Background: an optimization exercise with open tools, aiming at small area and a short achievable clock period. Do not read the settings as production practice.
The RTL was checked by simulation tests, not by an equivalence proof against the original design.
No activity file was given, so power comes from the tool's default toggle rates.

## main
==> module core, before the edit <==
module core (
    input  clk_i,
    input  rst_i,
    input  [31:0] inst_i,
    input  [31:0] data_i,
    output [31:0] inst_addr_o,
    output [31:0] data_o,
    output [31:0] data_addr_o,
    output        data_rw_o,
    output [1:0]  data_width_o,
    output        fence_o
);
wire [6:0] op  = inst_i[6:0];
wire [4:0] rd  = inst_i[11:7];
wire [2:0] f3  = inst_i[14:12];
wire [4:0] rs1 = inst_i[19:15];
wire [4:0] rs2 = inst_i[24:20];
wire is_lui   = (op == 7'b0110111);
wire is_auipc = (op == 7'b0010111);
wire is_jal   = (op == 7'b1101111);
wire is_jalr  = (op == 7'b1100111);
wire is_br    = (op == 7'b1100011);
wire is_load  = (op == 7'b0000011);
wire is_store = (op == 7'b0100011);
wire is_alui  = (op == 7'b0010011);
wire is_alur  = (op == 7'b0110011);
wire is_fence = (op == 7'b0001111);
wire [31:0] imm_i = {{20{inst_i[31]}}, inst_i[31:20]};
wire [31:0] imm_b = {{19{inst_i[31]}}, inst_i[31], inst_i[7], inst_i[30:25], inst_i[11:8], 1'b0};
wire [31:0] imm_j = {{11{inst_i[31]}}, inst_i[31], inst_i[19:12], inst_i[20], inst_i[30:21], 1'b0};
wire [31:0] imm_u = {inst_i[31:12], 12'b0};
wire [11:0] imm_ls = is_store ? {inst_i[31:25], inst_i[11:7]} : inst_i[31:20];
reg  [31:0] regs [1:31];
wire [32*32-1:0] regs_flat;
wire [31:0] sel1, sel2;
assign regs_flat[31:0] = 32'b0;
genvar g;
generate for (g = 1; g < 32; g = g + 1) begin : rf
    assign regs_flat[g*32 +: 32] = regs[g];
end endgenerate
generate for (g = 0; g < 32; g = g + 1) begin : dec
    assign sel1[g] = (rs1 == g);
    assign sel2[g] = (rs2 == g);
end endgenerate
wire [31:0] rs1_n, rs2_n;       
rf_read rp1 (.sel(sel1), .r(regs_flat), .qn(rs1_n));
rf_read rp2 (.sel(sel2), .r(regs_flat), .qn(rs2_n));
wire [31:0] rs1_v = ~rs1_n;
wire [31:0] rs2_v = ~rs2_n;
reg  [31:1] pc;
wire [31:0] pc_w = {pc, 1'b0};
wire [31:0] pc4 = {pc[31:2] + 30'd1, 2'b00};
wire [31:0] pc_imm = is_jal ? imm_j : (is_br ? imm_b : imm_u);
wire [31:0] pc_sum = pc_w + pc_imm;
wire [31:0] agu;
ks_add32 u_agu (.an(rs1_n), .bn(~{{20{imm_ls[11]}}, imm_ls}), .s(agu));
wire        use_rs2 = op[5];
wire [31:0] op2     = use_rs2 ? rs2_v : imm_i;
wire        sub     = op[6] | (f3[2:1] == 2'b01) | (op[5] & inst_i[30] & (f3 == 3'b000));
wire [31:0] op2x    = op2 ^ {32{sub}};
wire [32:0] sum;
wire [31:0] bx, bg, bp;            
ks_add32c u_add (.an(rs1_n), .bn(~op2x), .cin(sub), .s(sum[31:0]), .cout(sum[32]),
                 .ox(bx), .og(bg), .op(bp));
wire        ltu     = ~sum[32];
wire        lt      = ltu ^ rs1_v[31] ^ op2[31];
wire        eq      = &bx;           
wire [31:0] sh_res;
alu_shift u_sh (.a(rs1_v), .shamt(op2[4:0]), .shl(~f3[2]), .sra(inst_i[30]), .y(sh_res));
wire taken = (f3[2] ? (f3[1] ? ltu : lt) : eq) ^ f3[0];
wire [31:0] ld;
wire        ld_sign = ~f3[2] & (f3[0] ? data_i[15] : data_i[7]);
assign ld[7:0]   = data_i[7:0];
assign ld[15:8]  = (f3[1] | f3[0]) ? data_i[15:8] : {8{ld_sign}};
assign ld[31:16] = f3[1] ? data_i[31:16] : {16{ld_sign}};
wire is_alu = is_alui | is_alur;
wire [31:0] wd;
wb_mux u_wb (
    .s_add  (is_alu & (f3 == 3'b000)),
    .s_sh   (is_alu & (f3[1:0] == 2'b01)),
    .s_xor  (is_alu & (f3 == 3'b100)),
    .s_or   (is_alu & (f3 == 3'b110)),
    .s_and  (is_alu & (f3 == 3'b111)),
    .s_slt  (is_alu & (f3[2:1] == 2'b01)),
    .s_ld   (is_load),
    .s_lui  (is_lui),
    .s_auipc(is_auipc),
    .s_link (is_jal | is_jalr),
    .sum(sum[31:0]), .sh(sh_res), .bx(bx), .bg(bg), .bp(bp), .slt(f3[0] ? ltu : lt),
    .ld(ld), .lui(inst_i[31:12]), .pcs(pc_sum), .pc4(pc4[31:2]),
    .o(wd));
wire        we = ~rst_i & (is_lui | is_auipc | is_jal | is_jalr | is_load | is_alui | is_alur);
integer k;
always @(posedge clk_i) begin
    for (k = 1; k < 32; k = k + 1)
        if (we && rd == k)
            regs[k] <= wd;
end
wire [31:1] pc_d;
wire tgt = is_jal | (is_br & taken);
pc_mux u_pcm (.s_agu(~rst_i & is_jalr), .s_pcs(~rst_i & ~is_jalr & tgt), .s_pc4(~rst_i & ~is_jalr & ~tgt),
              .agu(agu[31:1]), .pcs(pc_sum[31:1]), .pc4(pc4[31:2]), .o(pc_d));
always @(posedge clk_i)
    pc <= pc_d;
assign inst_addr_o  = pc_w;
assign data_o       = rs2_v;
assign data_addr_o  = agu;
assign data_rw_o    = is_store & ~rst_i;
assign data_width_o = {~f3[1] & ~f3[0], ~f3[1]};
assign fence_o      = is_fence;
endmodule
==> module rf_read, before the edit <==
module rf_read (
    input  [31:0]       sel,
    input  [32*32-1:0]  r,
    output [31:0]       qn
);
genvar b, i;
generate for (b = 0; b < 32; b = b + 1) begin : bt
    wire [9:0] y;
    wire [2:0] z;
    wire       t;
    for (i = 0; i < 10; i = i + 1) begin : grp
        rf_aoi222 u (.a(sel[3*i+1]), .b(r[(3*i+1)*32+b]),
                     .c(sel[3*i+2]), .d(r[(3*i+2)*32+b]),
                     .e(sel[3*i+3]), .f(r[(3*i+3)*32+b]), .y(y[i]));
    end
    rf_nand2 u_t  (.a(sel[31]), .b(r[31*32+b]), .y(t));
    rf_nand4 u_z0 (.a(y[0]), .b(y[1]), .c(y[2]), .d(y[3]), .y(z[0]));
    rf_nand4 u_z1 (.a(y[4]), .b(y[5]), .c(y[6]), .d(y[7]), .y(z[1]));
    rf_nand3 u_z2 (.a(y[8]), .b(y[9]), .c(t), .y(z[2]));
    rf_nor3  u_q  (.a(z[0]), .b(z[1]), .c(z[2]), .y(qn[b]));
end endgenerate
endmodule
clock: 12.0 ns
lec_check: 0
cap_margin: 30
core_margin: 2
core_utilization: 56
cts_buf_list: sky130_fd_sc_hd__clkbuf_8 sky130_fd_sc_hd__clkbuf_16
cts_cluster_diameter: 60
cts_cluster_size: 20
setup_slack_margin: 4
slew_margin: 30
synth_hierarchical: 1
run.sh (not shown) runs the stock make flow with config.mk's settings and CLKGATE_MAP_FILE= SYNTH_SCRIPT=/design/flow/synth_recipe.tcl, a recipe that flattens the netlist after the stock synthesis.
[inputs] the feature branch vs main
--- a/flow/design.v
+++ b/flow/design.v
@@ -31,21 +31,16 @@
 wire [31:0] imm_u = {inst_i[31:12], 12'b0};
 wire [11:0] imm_ls = is_store ? {inst_i[31:25], inst_i[11:7]} : inst_i[31:20];
 reg  [31:0] regs [1:31];
 wire [32*32-1:0] regs_flat;
-wire [31:0] sel1, sel2;
 assign regs_flat[31:0] = 32'b0;
 genvar g;
 generate for (g = 1; g < 32; g = g + 1) begin : rf
     assign regs_flat[g*32 +: 32] = regs[g];
 end endgenerate
-generate for (g = 0; g < 32; g = g + 1) begin : dec
-    assign sel1[g] = (rs1 == g);
-    assign sel2[g] = (rs2 == g);
-end endgenerate
 wire [31:0] rs1_n, rs2_n;       
-rf_read rp1 (.sel(sel1), .r(regs_flat), .qn(rs1_n));
-rf_read rp2 (.sel(sel2), .r(regs_flat), .qn(rs2_n));
+rf_read rp1 (.rs(rs1), .r(regs_flat), .qn(rs1_n));
+rf_read rp2 (.rs(rs2), .r(regs_flat), .qn(rs2_n));
 wire [31:0] rs1_v = ~rs1_n;
 wire [31:0] rs2_v = ~rs2_n;
 reg  [31:1] pc;
 wire [31:0] pc_w = {pc, 1'b0};
@@ -109,14 +104,18 @@
 assign data_width_o = {~f3[1] & ~f3[0], ~f3[1]};
 assign fence_o      = is_fence;
 endmodule
 module rf_read (
-    input  [31:0]       sel,
+    input  [4:0]        rs,
     input  [32*32-1:0]  r,
     output [31:0]       qn
 );
+wire [31:0] sel_lo, sel_hi;
+rf_dec d_lo (.a(rs), .sel(sel_lo));
+rf_dec d_hi (.a(rs), .sel(sel_hi));
 genvar b, i;
 generate for (b = 0; b < 32; b = b + 1) begin : bt
+    wire [31:0] sel = (b < 16) ? sel_lo : sel_hi;
     wire [9:0] y;
     wire [2:0] z;
     wire       t;
     for (i = 0; i < 10; i = i + 1) begin : grp
@@ -130,8 +129,17 @@
     rf_nand3 u_z2 (.a(y[8]), .b(y[9]), .c(t), .y(z[2]));
     rf_nor3  u_q  (.a(z[0]), .b(z[1]), .c(z[2]), .y(qn[b]));
 end endgenerate
 endmodule
+module rf_dec (
+    input  [4:0]  a,
+    output [31:0] sel
+);
+genvar k;
+generate for (k = 0; k < 32; k = k + 1) begin : dk
+    assign sel[k] = (a == k);
+end endgenerate
+endmodule
 module rf_aoi222 (input a, input b, input c, input d, input e, input f, output y);
 assign y = ~((a & b) | (c & d) | (e & f));
 endmodule
 module rf_nand2 (input a, input b, output y);
### Flow results
- met3 layer usage reported by global route down 8.0 points in the feature branch wrt main
- The final reports for the feature branch and main show fraction of the cycle the final worst path needs lower in the former.
- In the feature branch relative to main, post-synthesis instance area had gone up slightly.
- Diff main -> the feature branch | number of clock buffers in the layout | decrease of 3
- Delta (the feature branch minus main): multi-input logic area increased by 0.33% relative to the old numbers, relative slew slack decreased by 3.3 points relative to the old numbers, number of DRC markers in iteration 0 decreased by 2364 relative to the old numbers, synthesized cell count increased by 2.6% relative to the old numbers.
- Final-layout non-clock buffer area share for the feature branch: 1.4 points down relative to main
- For the combinational group share of total power, the feature branch came in 0.9 points lower than main did.

what the ideal ports hide:
The flow's constraints put no driver on any port. The routed layouts listed below were extracted and timed again, unchanged, in two steps.
Step 1, drivers: a clkbuf_16 drives clk_i and a buf_2 each remaining input, both assumed.
Step 2 times the ports against the registers' clock, not the clock port: input delays grow and output delays shrink by t, the midpoint of the rising clock arrivals with the driver on.
Three values: ideal, step 1, step 2; two values: the first two.
| run | t, ns | slack for setup (ns) | worst hold slack (ns) | worst slew at a driven data input, ns |
|---|---|---|---|---|
| main | 0.762 | 3.344 / 3.302 / 2.980 | 0.728 / 0.728 / 0.728 | 0.07 |
| the feature branch | 0.726 | 3.793 / 3.469 / 3.256 | 0.681 / 0.681 / 0.681 | 0.39 |
After both steps every run listed still meets setup and hold. For the feature branch, which loses most, drivers alone change the setup slack by -0.324 ns; drivers and shift together by -0.537 ns.
